From an optimization exercise on the open Yosys and OpenROAD flow, aimed at small area and a short achievable clock period; shortcuts taken in it are not production practice.
Function was checked by simulation only, so behaviour that the tests miss may differ from the original.

==> trial 4: inputs <==
// mul_pipe_single
module mul_pipe_single #(
  parameter XLEN    = 32,
  parameter RD_BITS = 5,
  parameter TAG_W   = 4
) (
  input  wire                 clk,
  input  wire                 rst,
  input  wire                 EX_mul,
  input  wire [XLEN-1:0]      EX_mul_a,
  input  wire [XLEN-1:0]      EX_mul_b,
  input  wire [RD_BITS-1:0]   EX_mul_rd,
  input  wire [TAG_W-1:0]     EX_mul_tag,
  input  wire                 MEM_we,     
  input  wire                 MEM_jlx,    
  output wire                 mul_result_valid,
  output wire [XLEN-1:0]      mul_result,
  output wire [RD_BITS-1:0]   mul_rd,           
  output wire [TAG_W-1:0]     mul_result_tag,   
  output wire                 mul_busy,
  output wire [RD_BITS-1:0]   mul_busy_rd,
  output wire [TAG_W-1:0]     mul_busy_tag,
  output wire                 mul_wb_conflict_stall,
  output wire                 mul_issue_stall
);
  reg  [2:0]         cnt;
  reg  [31:0]        a;
  reg  [31:0]        pb;      
  reg  [3:0]         bo, bt, bn;   
  reg  [23:0]        acc;
  reg  [RD_BITS-1:0] rd;
  reg  [TAG_W-1:0]   tag;
  wire idle  = (cnt == 3'd0);
  wire valid = (cnt == 3'd5);
  assign mul_busy         = !idle;
  assign mul_result_valid = valid;
  assign mul_result       = valid ? pb  : 32'd0;
  assign mul_rd           = valid ? rd  : {RD_BITS{1'b0}};
  assign mul_result_tag   = valid ? tag : {TAG_W{1'b0}};
  assign mul_busy_rd      = mul_rd;
  assign mul_busy_tag     = mul_result_tag;
  assign mul_wb_conflict_stall = valid && (MEM_we || MEM_jlx);
  assign mul_issue_stall       = EX_mul && !idle;
  wire [8:0] nw = idle ? {EX_mul_b[7:0], 1'b0} : pb[15:7];
  wire [3:0] no, nt, nn;
  genvar gj;
  generate
    for (gj = 0; gj < 4; gj = gj + 1) begin : g_booth
      assign no[gj] = nw[2*gj] ^ nw[2*gj+1];
  ...
Settings: LEC_CHECK=0, CAP_MARGIN=20, CORE_MARGIN=2, CORE_UTILIZATION=40, SLEW_MARGIN=20; clock period 10.0 ns.
standard.sh (not shown) runs the stock make flow with config.mk's settings and CLKGATE_MAP_FILE= SYNTH_SCRIPT=/design/flow/synth_recipe.tcl, a recipe that flattens the netlist after the stock synthesis.
==> flow/flow/run.sh <==
#!/bin/bash
# Layout flow: the standard ORFS flow (standard.sh, unchanged synthesis), with
#  - after synthesis, flow/polarity.py flips full-adder cells (FA(~a,~b,~c) = ~FA(a,b,c))
#    so that fewer inverters are needed around them; registers are untouched
#  - port buffers made of plain buffers instead of the delay cells buffer_ports picks
set -euo pipefail
cd "$(dirname "$0")/.."
source flow/params.sh
export BUFFER_PORTS_ARGS
export SETUP_SLACK_MARGIN
R=orfs/results/sky130hd/mul_pipe_single/base
bash standard.sh synth > synth.log 2>&1
if [[ "${POLARITY:-1}" == 1 ]]; then
  cp $R/1_2_yosys.v $R/1_2_yosys.std.v
  python3 flow/polarity.py $R/1_2_yosys.std.v $R/1_2_yosys.v > polarity.log 2>&1
  rm -f $R/1_synth.odb
fi
bash standard.sh > standard.log 2>&1
==> flow/flow/params.sh <==
BUFFER_PORTS_ARGS="-buffer_cell sky130_fd_sc_hd__buf_1"
SETUP_SLACK_MARGIN=5.6
POLARITY=1
==> flow/flow/polarity.py <==
#!/usr/bin/env python3
"""Remove inverters around full adders in a flat gate-level netlist.

A full adder is self-dual: FA(~a, ~b, ~c) = (~cout, ~sum). So a full-adder cell can be
"flipped" (fed the complements of its inputs, its outputs then carry the complements of
their old values) without changing the circuit's function. This script chooses which
full adders to flip so that as few inverters as possible are needed, then rewrites the
netlist: inverters that only feed cell pins are removed and re-created where needed.
Registers, ports and all other cells are untouched.

usage: polarity.py IN.v OUT.v
"""
import re
import sys
from collections import defaultdict

INV = re.compile(r'sky130_fd_sc_hd__(clk)?inv_\d+$')
FA = re.compile(r'sky130_fd_sc_hd__fa_\d+$')
OUTPINS = {'X', 'Y', 'Q', 'Q_N', 'SUM', 'COUT', 'HI', 'LO'}

src = open(sys.argv[1]).read()
m = re.search(r'\bmodule\b.*?;', src, re.S)
endm = src.rindex('endmodule')
body = src[m.end():endm]

# statements of the module body
stmts = [s for s in re.split(r';', body)]
cells = []    # dict(type, name, pins: [(pin, net)], idx)
other = []    # (idx, text)
ports = set()
for i, s in enumerate(stmts):
    t = s.strip()
    if not t:
        continue
    cm = re.match(r'(sky130_fd_sc_hd__\w+)\s+(\S+)\s*\((.*)\)\s*$', t, re.S)
    if cm:
        pins = [(p, n.strip()) for p, n in re.findall(r'\.(\w+)\(([^()]*)\)', cm.group(3))]
        cells.append({'type': cm.group(1), 'name': cm.group(2), 'pins': pins})
        continue
    pm = re.match(r'(input|output|inout)\s+(\[[^\]]*\]\s*)?(\S+)', t)
    if pm:
        ports.add(pm.group(3))
    other.append(t)

def base_name(net):
    return re.sub(r'\s*\[\d+\]$', '', net.strip())

driver = {}
loads = defaultdict(list)   # net -> [(cell index, pin index)]
for ci, c in enumerate(cells):
    for pi, (p, n) in enumerate(c['pins']):
        if p in OUTPINS:
            driver[n] = ci
        else:
            loads[n].append((ci, pi))
# nets read by assign statements or ports count as fixed loads
assign_rhs = set()
for t in other:
    am = re.match(r'assign\s+(.*?)\s*=\s*(.*)$', t, re.S)
    if am:
        for tok in re.findall(r'\\\S+|[A-Za-z_][\w$]*(?:\s*\[\d+\])?', am.group(2)):
            assign_rhs.add(tok.strip())

def is_port_net(n):
    return base_name(n) in ports

# removable inverters: output feeds only cell input pins, is no port, no assign source
removable = set()
for ci, c in enumerate(cells):
    if INV.match(c['type']):
        y = dict(c['pins'])['Y']
        if not is_port_net(y) and y not in assign_rhs and y in loads:
            removable.add(ci)

def resolve(net):
    """logical source of a net: (base net, polarity) through removable inverters"""
    pol = 0
    seen = 0
    while net in driver and driver[net] in removable and seen < 100:
        net = dict(cells[driver[net]]['pins'])['A']
        pol ^= 1
        seen += 1
    return net, pol

fas = [ci for ci, c in enumerate(cells) if FA.match(c['type'])]
flip = defaultdict(int)

# load requirements: list of (cell index, pin index, base, pol)
reqs = []
for ci, c in enumerate(cells):
    if ci in removable:
        continue
    for pi, (p, n) in enumerate(c['pins']):
        if p in OUTPINS:
            continue
        b, pol = resolve(n)
        reqs.append((ci, pi, b, pol))
by_base = defaultdict(list)
by_cell = defaultdict(list)
for r in reqs:
    by_base[r[2]].append(r)
    by_cell[r[0]].append(r)

def phys(b):
    d = driver.get(b)
    return flip[d] if d is not None and FA.match(cells[d]['type']) else 0

def need(r):
    ci, pi, b, pol = r
    want = pol ^ (flip[ci] if FA.match(cells[ci]['type']) else 0)
    return want ^ phys(b)

def base_cost(b):
    return 1 if any(need(r) for r in by_base[b]) else 0

def fa_bases(ci):
    bs = {r[2] for r in by_cell[ci]}
    for p, n in cells[ci]['pins']:
        if p in OUTPINS:
            bs.add(n)
    return bs

total0 = sum(base_cost(b) for b in by_base)
improved = True
passes = 0
while improved and passes < 50:
    improved = False
    passes += 1
    for ci in fas:
        bs = fa_bases(ci)
        before = sum(base_cost(b) for b in bs)
        flip[ci] ^= 1
        after = sum(base_cost(b) for b in bs)
        if after < before:
            improved = True
        else:
            flip[ci] ^= 1
total1 = sum(base_cost(b) for b in by_base)

# rewrite
def esc(n):
    return n + ' ' if n.startswith('\\') else n

comp = {}
newcells = []
k = 0
for b in by_base:
    if base_cost(b):
        k += 1
        nn = f'polinv_n{k}'
        comp[b] = nn
        newcells.append(f'  sky130_fd_sc_hd__inv_1 polinv_{k} (\n    .A({esc(b)}),\n    .Y({nn})\n  );')
for r in reqs:
    ci, pi, b, pol = r
    p, _ = cells[ci]['pins'][pi]
    cells[ci]['pins'][pi] = (p, comp[b] if need(r) else b)

out = [src[:m.end()], '\n']
for t in other:
    out.append('  ' + t + ' ;\n')
for nn in comp.values():
    out.append(f'  wire {nn};\n')
for ci, c in enumerate(cells):
    if ci in removable:
        continue
    pins = ',\n'.join(f'    .{p}({esc(n)})' for p, n in c['pins'])
    out.append(f'  {c["type"]} {c["name"]} (\n{pins}\n  );\n')
out.append('\n'.join(newcells) + '\n')
out.append(src[endm:])
open(sys.argv[2], 'w').write(''.join(out))
print(f'polarity: {len(fas)} full adders, {sum(flip[c] for c in fas)} flipped, '
      f'inverters {len(removable)} removable -> {len(comp)} needed '
      f'(cost before {total0}, after {total1})', file=sys.stderr)
==> build 73 (differences from trial 4) <==
--- a/flow/design.v
+++ b/flow/design.v
@@ -20,40 +20,40 @@
   output wire                 mul_busy,
   output wire [RD_BITS-1:0]   mul_busy_rd,
   output wire [TAG_W-1:0]     mul_busy_tag,
   output wire                 mul_wb_conflict_stall,
   output wire                 mul_issue_stall
 );
   reg  [2:0]         cnt;
   reg  [31:0]        a;
-  reg  [31:0]        pb;      
-  reg  [3:0]         bo, bt, bn;   
+  reg  [31:0]        pbn;     
+  reg  [3:0]         bo, bt;   
   reg  [23:0]        acc;
   reg  [RD_BITS-1:0] rd;
   reg  [TAG_W-1:0]   tag;
   wire idle  = (cnt == 3'd0);
   wire valid = (cnt == 3'd5);
   assign mul_busy         = !idle;
   assign mul_result_valid = valid;
-  assign mul_result       = valid ? pb  : 32'd0;
+  assign mul_result       = valid ? ~pbn : 32'd0;
   assign mul_rd           = valid ? rd  : {RD_BITS{1'b0}};
   assign mul_result_tag   = valid ? tag : {TAG_W{1'b0}};
   assign mul_busy_rd      = mul_rd;
   assign mul_busy_tag     = mul_result_tag;
   assign mul_wb_conflict_stall = valid && (MEM_we || MEM_jlx);
   assign mul_issue_stall       = EX_mul && !idle;
-  wire [8:0] nw = idle ? {EX_mul_b[7:0], 1'b0} : pb[15:7];
-  wire [3:0] no, nt, nn;
+  wire [8:0] nw = idle ? {EX_mul_b[7:0], 1'b0} : ~pbn[15:7];
+  wire [3:0] no, nt;
+  wire [3:0] bn = ~{pbn[7], pbn[5], pbn[3], pbn[1]};
   genvar gj;
   generate
     for (gj = 0; gj < 4; gj = gj + 1) begin : g_booth
       assign no[gj] = nw[2*gj] ^ nw[2*gj+1];
       assign nt[gj] = (nw[2*gj+2] & ~nw[2*gj+1] & ~nw[2*gj]) | (~nw[2*gj+2] & nw[2*gj+1] & nw[2*gj]);
-      assign nn[gj] = nw[2*gj+2];
     end
   endgenerate
   wire [31:0] sa, sb, x;
   wire pp1;
   wire pp2;
   wire pp3;
   wire pp4;
   wire pp5;
@@ -1106,21 +1106,20 @@
   assign x[31] = p348 ^ g506;
   always @(posedge clk) begin
     if (rst) cnt <= 3'd0;
     else if (idle) cnt <= EX_mul ? 3'd1 : 3'd0;
     else if (valid) cnt <= 3'd0;
     else cnt <= cnt + 3'd1;
     bo <= no;
     bt <= nt;
-    bn <= nn;
     if (idle) begin
       a     <= EX_mul_a;
-      pb    <= EX_mul_b;
+      pbn   <= ~EX_mul_b;
       rd    <= EX_mul_rd;
       tag   <= EX_mul_tag;
       acc   <= 24'd0;
     end else begin
-      pb    <= {x[7:0], pb[31:8]};
+      pbn   <= {~x[7:0], pbn[31:8]};
       acc   <= x[31:8];
     end
   end
 endmodule
==> flow/flow/params.sh (replaced) <==
BUFFER_PORTS_ARGS="-buffer_cell sky130_fd_sc_hd__buf_1"
SETUP_SLACK_MARGIN=4.5
POLARITY=1
--- a/flow/flow/polarity.py
+++ b/flow/flow/polarity.py
@@ -1,26 +1,28 @@
 #!/usr/bin/env python3
 """Remove inverters around full adders in a flat gate-level netlist.
 
-A full adder is self-dual: FA(~a, ~b, ~c) = (~cout, ~sum). So a full-adder cell can be
+An xor2/xnor2 cell can be swapped for the other to invert its output. A full adder is self-dual: FA(~a, ~b, ~c) = (~cout, ~sum). So a full-adder cell can be
 "flipped" (fed the complements of its inputs, its outputs then carry the complements of
 their old values) without changing the circuit's function. This script chooses which
 full adders to flip so that as few inverters as possible are needed, then rewrites the
 netlist: inverters that only feed cell pins are removed and re-created where needed.
 Registers, ports and all other cells are untouched.
 
 usage: polarity.py IN.v OUT.v
 """
+import random
 import re
 import sys
 from collections import defaultdict
 
 INV = re.compile(r'sky130_fd_sc_hd__(clk)?inv_\d+$')
 FA = re.compile(r'sky130_fd_sc_hd__fa_\d+$')
+XO = re.compile(r'sky130_fd_sc_hd__x(n?)or2_(\d+)$')
 OUTPINS = {'X', 'Y', 'Q', 'Q_N', 'SUM', 'COUT', 'HI', 'LO'}
 
 src = open(sys.argv[1]).read()
 m = re.search(r'\bmodule\b.*?;', src, re.S)
 endm = src.rindex('endmodule')
 body = src[m.end():endm]
 
 # statements of the module body
@@ -78,16 +80,17 @@
     seen = 0
     while net in driver and driver[net] in removable and seen < 100:
         net = dict(cells[driver[net]]['pins'])['A']
         pol ^= 1
         seen += 1
     return net, pol
 
 fas = [ci for ci, c in enumerate(cells) if FA.match(c['type'])]
+xos = [ci for ci, c in enumerate(cells) if XO.match(c['type'])]
 flip = defaultdict(int)
 
 # load requirements: list of (cell index, pin index, base, pol)
 reqs = []
 for ci, c in enumerate(cells):
     if ci in removable:
         continue
     for pi, (p, n) in enumerate(c['pins']):
@@ -98,17 +101,17 @@
 by_base = defaultdict(list)
 by_cell = defaultdict(list)
 for r in reqs:
     by_base[r[2]].append(r)
     by_cell[r[0]].append(r)
 
 def phys(b):
     d = driver.get(b)
-    return flip[d] if d is not None and FA.match(cells[d]['type']) else 0
+    return flip[d] if d is not None and (FA.match(cells[d]['type']) or XO.match(cells[d]['type'])) else 0
 
 def need(r):
     ci, pi, b, pol = r
     want = pol ^ (flip[ci] if FA.match(cells[ci]['type']) else 0)
     return want ^ phys(b)
 
 def base_cost(b):
     return 1 if any(need(r) for r in by_base[b]) else 0
@@ -116,30 +119,48 @@
 def fa_bases(ci):
     bs = {r[2] for r in by_cell[ci]}
     for p, n in cells[ci]['pins']:
         if p in OUTPINS:
             bs.add(n)
     return bs
 
 total0 = sum(base_cost(b) for b in by_base)
-improved = True
-passes = 0
-while improved and passes < 50:
-    improved = False
-    passes += 1
-    for ci in fas:
-        bs = fa_bases(ci)
-        before = sum(base_cost(b) for b in bs)
-        flip[ci] ^= 1
-        after = sum(base_cost(b) for b in bs)
-        if after < before:
-            improved = True
-        else:
+movable = fas + xos
+rng = random.Random(1)
+best = None
+for trial in range(30):
+    if trial:
+        for ci in movable:
+            flip[ci] = best[ci]
+        # perturb the best solution a little, then descend again
+        for ci in rng.sample(movable, max(1, len(movable) // 10)):
             flip[ci] ^= 1
+    for sweep in range(200):
+        changed = False
+        order = list(movable)
+        rng.shuffle(order)
+        for ci in order:
+            bs = fa_bases(ci)
+            before = sum(base_cost(b) for b in bs)
+            flip[ci] ^= 1
+            after = sum(base_cost(b) for b in bs)
+            if after < before:
+                changed = True
+            elif after == before and rng.random() < 0.3 and sweep < 150:
+                pass
+            else:
+                flip[ci] ^= 1
+        if not changed and sweep >= 150:
+            break
+    cost = sum(base_cost(b) for b in by_base)
+    if best is None or cost < best_cost:
+        best, best_cost = {ci: flip[ci] for ci in movable}, cost
+for ci in movable:
+    flip[ci] = best[ci]
 total1 = sum(base_cost(b) for b in by_base)
 
 # rewrite
 def esc(n):
     return n + ' ' if n.startswith('\\') else n
 
 comp = {}
 newcells = []
@@ -158,16 +179,21 @@
 out = [src[:m.end()], '\n']
 for t in other:
     out.append('  ' + t + ' ;\n')
 for nn in comp.values():
     out.append(f'  wire {nn};\n')
 for ci, c in enumerate(cells):
     if ci in removable:
         continue
+    xm = XO.match(c['type'])
+    if xm and flip[ci]:
+        c['type'] = f"sky130_fd_sc_hd__{'xor2' if xm.group(1) else 'xnor2'}_{xm.group(2)}"
+        # xor2 drives X, xnor2 drives Y
+        c['pins'] = [({'X': 'Y', 'Y': 'X'}.get(p, p), n) for p, n in c['pins']]
     pins = ',\n'.join(f'    .{p}({esc(n)})' for p, n in c['pins'])
     out.append(f'  {c["type"]} {c["name"]} (\n{pins}\n  );\n')
 out.append('\n'.join(newcells) + '\n')
 out.append(src[endm:])
 open(sys.argv[2], 'w').write(''.join(out))
 print(f'polarity: {len(fas)} full adders, {sum(flip[c] for c in fas)} flipped, '
-      f'inverters {len(removable)} removable -> {len(comp)} needed '
+      f'{sum(flip[c] for c in xos)} of {len(xos)} xor/xnor swapped, inverters {len(removable)} removable -> {len(comp)} needed '
       f'(cost before {total0}, after {total1})', file=sys.stderr)
==> comparison <==
- Non-clock buffer count: build 73 is lower than trial 4 (58).
- In trial 4 the register-to-register slack is better than in build 73, by 0.41 ns.
- Clock skew: build 73 is higher than trial 4 (0.0084 ns).
- Routed wire length: trial 4 is larger than build 73 (12%).

[static timing again, ports no longer ideal]
Ports are ideal in the flow. The routed layouts listed here were re-timed in OpenROAD. Step 1 assumes that a clkbuf_16 drives the clock port and a buf_2 every other input. Step 2 adds t to the input delays and takes it off the output delays; t is the mean of the earliest and latest rising clock arrival at the registers after step 1. Input paths then give back, and output paths get back, about the clock's delay inside the block. Three values: ideal ports, drivers, drivers and shift; two values: the first two.
run | shift t [ns] | setup slack, ns | slew at the worst register clock pin (ns)
trial 4 | 0.412 | 5.351 / 5.351 / 5.351 | 0.08 / 0.08
build 73 | 0.406 | 4.939 / 4.939 / 4.939 | 0.09 / 0.09
After both steps every run listed still meets setup and hold.
